What follows belongs to an exercise in optimizing a design on an open flow for small area; a production flow would make more cautious choices.
In this exercise RTL edits were held to simulation tests only and were not proved equivalent to the original.
Power figures rest on the tool's default switching activity, not on a simulated workload.

## build 52
==> flow/design.v (excerpt) <==
module  sdram_pro_top
(
    input   wire            sys_clk         ,
    input   wire            sys_rst_n       ,
    input   wire            wr_fifo_wr_req  ,
    input   wire    [15:0]  wr_fifo_wr_data ,
    input   wire    [22:0]  sdram_wr_b_addr ,
    input   wire    [22:0]  sdram_wr_e_addr ,
    input   wire    [9:0]   wr_burst_len    ,
    output  wire    [9:0]   wr_fifo_num     ,
    input   wire            rd_fifo_rd_req  ,
    input   wire    [22:0]  sdram_rd_b_addr ,
    input   wire    [22:0]  sdram_rd_e_addr ,
    input   wire    [9:0]   rd_burst_len    ,
    output  wire    [15:0]  rd_fifo_rd_data ,
    output  wire    [9:0]   rd_fifo_num     ,
    input   wire            read_valid      ,
    output  wire            init_end        ,
    output  wire            sdram_cke       ,
    output  wire            sdram_cs_n      ,
    output  wire            sdram_ras_n     ,
    output  wire            sdram_cas_n     ,
    output  wire            sdram_we_n      ,
    output  wire    [1:0]   sdram_bank      ,
    output  wire    [11:0]  sdram_addr      ,
    output  wire    [1:0]   sdram_dqm       ,
    input   wire    [15:0]  sdram_dq_in     ,
    output  wire    [15:0]  sdram_dq_out    ,
    output  wire            sdram_dq_oe
);
export LEC_CHECK = 0
export CAP_MARGIN = 20
export CORE_MARGIN = 2
export CORE_UTILIZATION = 65
export SLEW_MARGIN = 20
create_clock -name core_clock -period 10.0 [get_ports {sys_clk}]
standard.sh (not shown) runs the stock make flow with config.mk's settings and CLKGATE_MAP_FILE= SYNTH_SCRIPT=/design/flow/synth_recipe.tcl, a recipe that flattens the netlist after the stock synthesis.
==> flow/flow/run.sh <==
#!/bin/bash
# Layout flow: the standard flow (standard.sh, unchanged synthesis), with
# two make variables added:
#  - the port buffers are sky130_fd_sc_hd__buf_1 (the smallest buffer)
#    instead of the cell buffer_ports picks by default;
set -euo pipefail
CTS="-sink_clustering_enable -repair_clock_nets -dont_use_dummy_load"
CTS="$CTS -buf_list sky130_fd_sc_hd__clkbuf_16"
CTS="$CTS -sink_clustering_size 32 -sink_clustering_max_diameter 60"
bash standard.sh \
  "BUFFER_PORTS_ARGS=-inputs -outputs -buffer_cell sky130_fd_sc_hd__buf_1" \
  "CTS_ARGS=$CTS" \
  finish > make.log 2>&1
Input changes introduced in build 32 (baseline for comparison: build 52):
--- a/flow/flow/run.sh
+++ b/flow/flow/run.sh
@@ -7,5 +7,5 @@
 CTS="-sink_clustering_enable -repair_clock_nets -dont_use_dummy_load"
 CTS="$CTS -buf_list sky130_fd_sc_hd__clkbuf_16"
-CTS="$CTS -sink_clustering_size 32 -sink_clustering_max_diameter 60"
+CTS="$CTS -sink_clustering_size ${CTS_SIZE:-24} -sink_clustering_max_diameter ${CTS_DIAM:-100}"
 bash standard.sh \
   "BUFFER_PORTS_ARGS=-inputs -outputs -buffer_cell sky130_fd_sc_hd__buf_1" \
==> comparison <==
Power density of the placed cells: build 32 vs build 52 down 1.3%. Against build 52, build 32 reports a met1 wire length that is higher. Build 32 vs. build 52: combinational fraction of design power went up by 0.9 points; total power draw down about 2%; arrival time of the worst setup path now larger. In the flow results for build 32 and build 52, the setup slack is smaller on build 32. Higher peak supply drop was reported by build 32, not build 52. Build 32 -> build 52: fraction of area in multi-input gates flat. In the reports for build 32 and build 52, the smaller count of clock-net buffers in the final layout belongs to build 32. The multi-input combinational cell count was comparable across build 32 and build 52.


sdram_pro_top, a different RTL version from the one above (not shown whole).
Size: about 1900 cells after synthesis, about 680 flip-flops, about 220 I/O pins, ~31000 sq um of cells after synthesis.
==> flow/design.v (excerpt) <==
module  sdram_pro_top
(
    input   wire            sys_clk         ,
    input   wire            sys_rst_n       ,
    input   wire            wr_fifo_wr_req  ,
    input   wire    [15:0]  wr_fifo_wr_data ,
    input   wire    [22:0]  sdram_wr_b_addr ,
    input   wire    [22:0]  sdram_wr_e_addr ,
    input   wire    [9:0]   wr_burst_len    ,
    output  wire    [9:0]   wr_fifo_num     ,
    input   wire            rd_fifo_rd_req  ,
    input   wire    [22:0]  sdram_rd_b_addr ,
    input   wire    [22:0]  sdram_rd_e_addr ,
    input   wire    [9:0]   rd_burst_len    ,
    output  wire    [15:0]  rd_fifo_rd_data ,
    output  wire    [9:0]   rd_fifo_num     ,
    input   wire            read_valid      ,
    output  wire            init_end        ,
    output  wire            sdram_cke       ,
    output  wire            sdram_cs_n      ,
    output  wire            sdram_ras_n     ,
    output  wire            sdram_cas_n     ,
    output  wire            sdram_we_n      ,
    output  wire    [1:0]   sdram_bank      ,
    output  wire    [11:0]  sdram_addr      ,
    output  wire    [1:0]   sdram_dqm       ,
    input   wire    [15:0]  sdram_dq_in     ,
    output  wire    [15:0]  sdram_dq_out    ,
    output  wire            sdram_dq_oe
);
clock: 10.0 ns
lec_check: 0
cap_margin: 20
core_margin: 2
core_utilization: 40
slew_margin: 20
run.sh (not shown) runs the stock make flow with config.mk's settings and CLKGATE_MAP_FILE= SYNTH_SCRIPT=/design/flow/synth_recipe.tcl, a recipe that flattens the netlist after the stock synthesis.
Stock flow here: none of the scripts above is used.
The starting point went through all stages and came out clean.
Edit:
CTS_BUF_LIST = sky130_fd_sc_hd__clkbuf_4   (was unset)
The new run passed the timing, design-rule and antenna checks.
Final area went down by 0.40%.
Setup slack improved by 110 ps.
Routed wire length went up by 1.1%.
Total power went down by 3.4%.
Final cell count went up by 5.8%.
Die area is unchanged.


Another version of the RTL of sdram_pro_top (not shown whole).
For scale: roughly 1900 cells after synthesis, roughly 670 flip-flops, about 220 I/O pins, roughly 31000 um2 of cells after synthesis.
// sdram_pro_top
module  sdram_pro_top
(
    input   wire            sys_clk         ,
    input   wire            sys_rst_n       ,
    input   wire            wr_fifo_wr_req  ,
    input   wire    [15:0]  wr_fifo_wr_data ,
    input   wire    [22:0]  sdram_wr_b_addr ,
    input   wire    [22:0]  sdram_wr_e_addr ,
    input   wire    [9:0]   wr_burst_len    ,
    output  wire    [9:0]   wr_fifo_num     ,
    input   wire            rd_fifo_rd_req  ,
    input   wire    [22:0]  sdram_rd_b_addr ,
    input   wire    [22:0]  sdram_rd_e_addr ,
    input   wire    [9:0]   rd_burst_len    ,
    output  wire    [15:0]  rd_fifo_rd_data ,
    output  wire    [9:0]   rd_fifo_num     ,
    input   wire            read_valid      ,
    output  wire            init_end        ,
    output  wire            sdram_cke       ,
    output  wire            sdram_cs_n      ,
    output  wire            sdram_ras_n     ,
    output  wire            sdram_cas_n     ,
    output  wire            sdram_we_n      ,
    output  wire    [1:0]   sdram_bank      ,
    output  wire    [11:0]  sdram_addr      ,
    output  wire    [1:0]   sdram_dqm       ,
    input   wire    [15:0]  sdram_dq_in     ,
    output  wire    [15:0]  sdram_dq_out    ,
    output  wire            sdram_dq_oe
);
==> flow/config.mk <==
export PLATFORM = sky130hd
export DESIGN_NAME = sdram_pro_top
export DESIGN_NICKNAME = sdram_pro_top
export VERILOG_FILES = /design/flow/design.v
export SDC_FILE = /design/flow/constraint.sdc
export NUM_CORES = 4
export LEC_CHECK = 0
export CAP_MARGIN = 20
export CORE_MARGIN = 2
export CORE_UTILIZATION = 65
export CTS_BUF_LIST = sky130_fd_sc_hd__clkbuf_16
export CTS_CLUSTER_DIAMETER = 100
export CTS_CLUSTER_SIZE = 24
export SLEW_MARGIN = 20
==> flow/constraint.sdc <==
create_clock -name core_clock -period 10.0 [get_ports {sys_clk}]
set_input_delay 2.0000 -clock core_clock [delete_from_list [all_inputs] [get_ports {sys_clk}]]
set_output_delay 2.0000 -clock core_clock [all_outputs]
set_load 0.01 [all_outputs]
The first run ran to the end with no violations.
Rerun with:
--- a/flow/config.mk
+++ b/flow/config.mk
@@ -8,5 +8,5 @@
 export CAP_MARGIN = 20
 export CORE_MARGIN = 2
-export CORE_UTILIZATION = 65
+export CORE_UTILIZATION = 40
 export CTS_BUF_LIST = sky130_fd_sc_hd__clkbuf_16
 export CTS_CLUSTER_DIAMETER = 100
=> Total power rises by 0.52%. Non-clock buffer count grows by 18. Worst setup slack loses 0.036 ns. Die area came out higher by about 60%. Critical path depth stays the same. Cell count climbs by about 16%. Clock skew rises by 0.0048 ns. Area after synthesis does not change. Final area came out higher by 1.9%.
Rerun with:
==> flow/flow/run.sh (new file) <==
#!/bin/bash
# Layout flow: the standard flow (standard.sh, unchanged synthesis), with
# two make variables added:
#  - the port buffers are sky130_fd_sc_hd__buf_1 (the smallest buffer)
#    instead of the cell buffer_ports picks by default;
set -euo pipefail
CTS="-sink_clustering_enable -repair_clock_nets -dont_use_dummy_load"
CTS="$CTS -buf_list sky130_fd_sc_hd__clkbuf_16"
CTS="$CTS -sink_clustering_size ${CTS_SIZE:-24} -sink_clustering_max_diameter ${CTS_DIAM:-100}"
bash standard.sh \
  "BUFFER_PORTS_ARGS=-inputs -outputs -buffer_cell sky130_fd_sc_hd__buf_1" \
  "CTS_ARGS=$CTS" \
  finish > make.log 2>&1
==> flow/standard.sh (new file) <==
#!/bin/bash
# synth_recipe.tcl (not shown) runs the flow's synth.tcl, then flattens the netlist and writes it again
# the make line also repeats each setting of config.mk as NAME=value (left out here)
make -C /OpenROAD-flow-scripts/flow DESIGN_CONFIG=/design/flow/config.mk WORK_HOME=/design/flow/orfs CLKGATE_MAP_FILE= SYNTH_SCRIPT=/design/flow/synth_recipe.tcl "${@:-finish}"
--- a/flow/config.mk
+++ b/flow/config.mk
@@ -8,7 +8,4 @@
 export CAP_MARGIN = 20
 export CORE_MARGIN = 2
-export CORE_UTILIZATION = 40
-export CTS_BUF_LIST = sky130_fd_sc_hd__clkbuf_16
-export CTS_CLUSTER_DIAMETER = 100
-export CTS_CLUSTER_SIZE = 24
+export CORE_UTILIZATION = 80
 export SLEW_MARGIN = 20
removed: flow/run.sh
Outcome: Total power is higher by a few percent; core utilization is higher by 41 points; cell area is lower by a little under a tenth; first-iteration DRC count is higher to 3.0 times its value; global-route usage is higher by 31 points; register-to-register slack got worse by 0.46 ns.
Rerun with:
--- a/flow/config.mk
+++ b/flow/config.mk
@@ -8,4 +8,4 @@
 export CAP_MARGIN = 20
 export CORE_MARGIN = 2
-export CORE_UTILIZATION = 80
+export CORE_UTILIZATION = 40
 export SLEW_MARGIN = 20
Final area rose by a few percent.
Via count shrinks by about a fifth.
Count of clock-buffer cells in the layout came out higher by 4.

==> separate check: timing with driven ports <==
No port has a modelled driver above. Below, the same layouts with a new extraction and two added sets of constraints.
Step 1, drivers: a clkbuf_16 drives sys_clk and a buf_2 each remaining input, both assumed.
Step 2 also shifts input and output timing later by t, the mid clock arrival at the registers, as if the neighbouring blocks saw the same clock.
a / b / c = ideal / step 1 / step 2; a / b = the first two.
| run | t, ns | setup slack, ns | clock arrival spread, ns |
|---|---|---|---|
| build 52 | 0.639 | 0.392 / 0.426 / -0.213 | 0.093 / 0.093 |
| build 32 | 0.688 | 0.364 / 0.397 / -0.291 | 0.036 / 0.037 |
| the first run of note 2 | 0.692 | 0.445 / 0.483 / -0.209 | 0.033 / 0.034 |
| the second run of note 2 | 1.035 | 0.560 / 0.562 / -0.474 | 0.065 / 0.065 |
| the first run of note 3 | 0.629 | 0.306 / 0.342 / -0.288 | 0.021 / 0.021 |
| the second run of note 3 | 0.648 | 0.270 / 0.304 / -0.344 | 0.024 / 0.024 |
| the third run of note 3 | 0.684 | 0.268 / 0.302 / -0.382 | 0.028 / 0.028 |
| the fourth run of note 3 | 0.613 | 0.257 / 0.272 / -0.342 | 0.088 / 0.089 |
With both steps, setup timing fails in every run listed, where it was met with ideal ports. For the second run of note 2, which loses most, drivers alone change the setup slack by +0.002 ns; drivers and shift together by -1.034 ns.
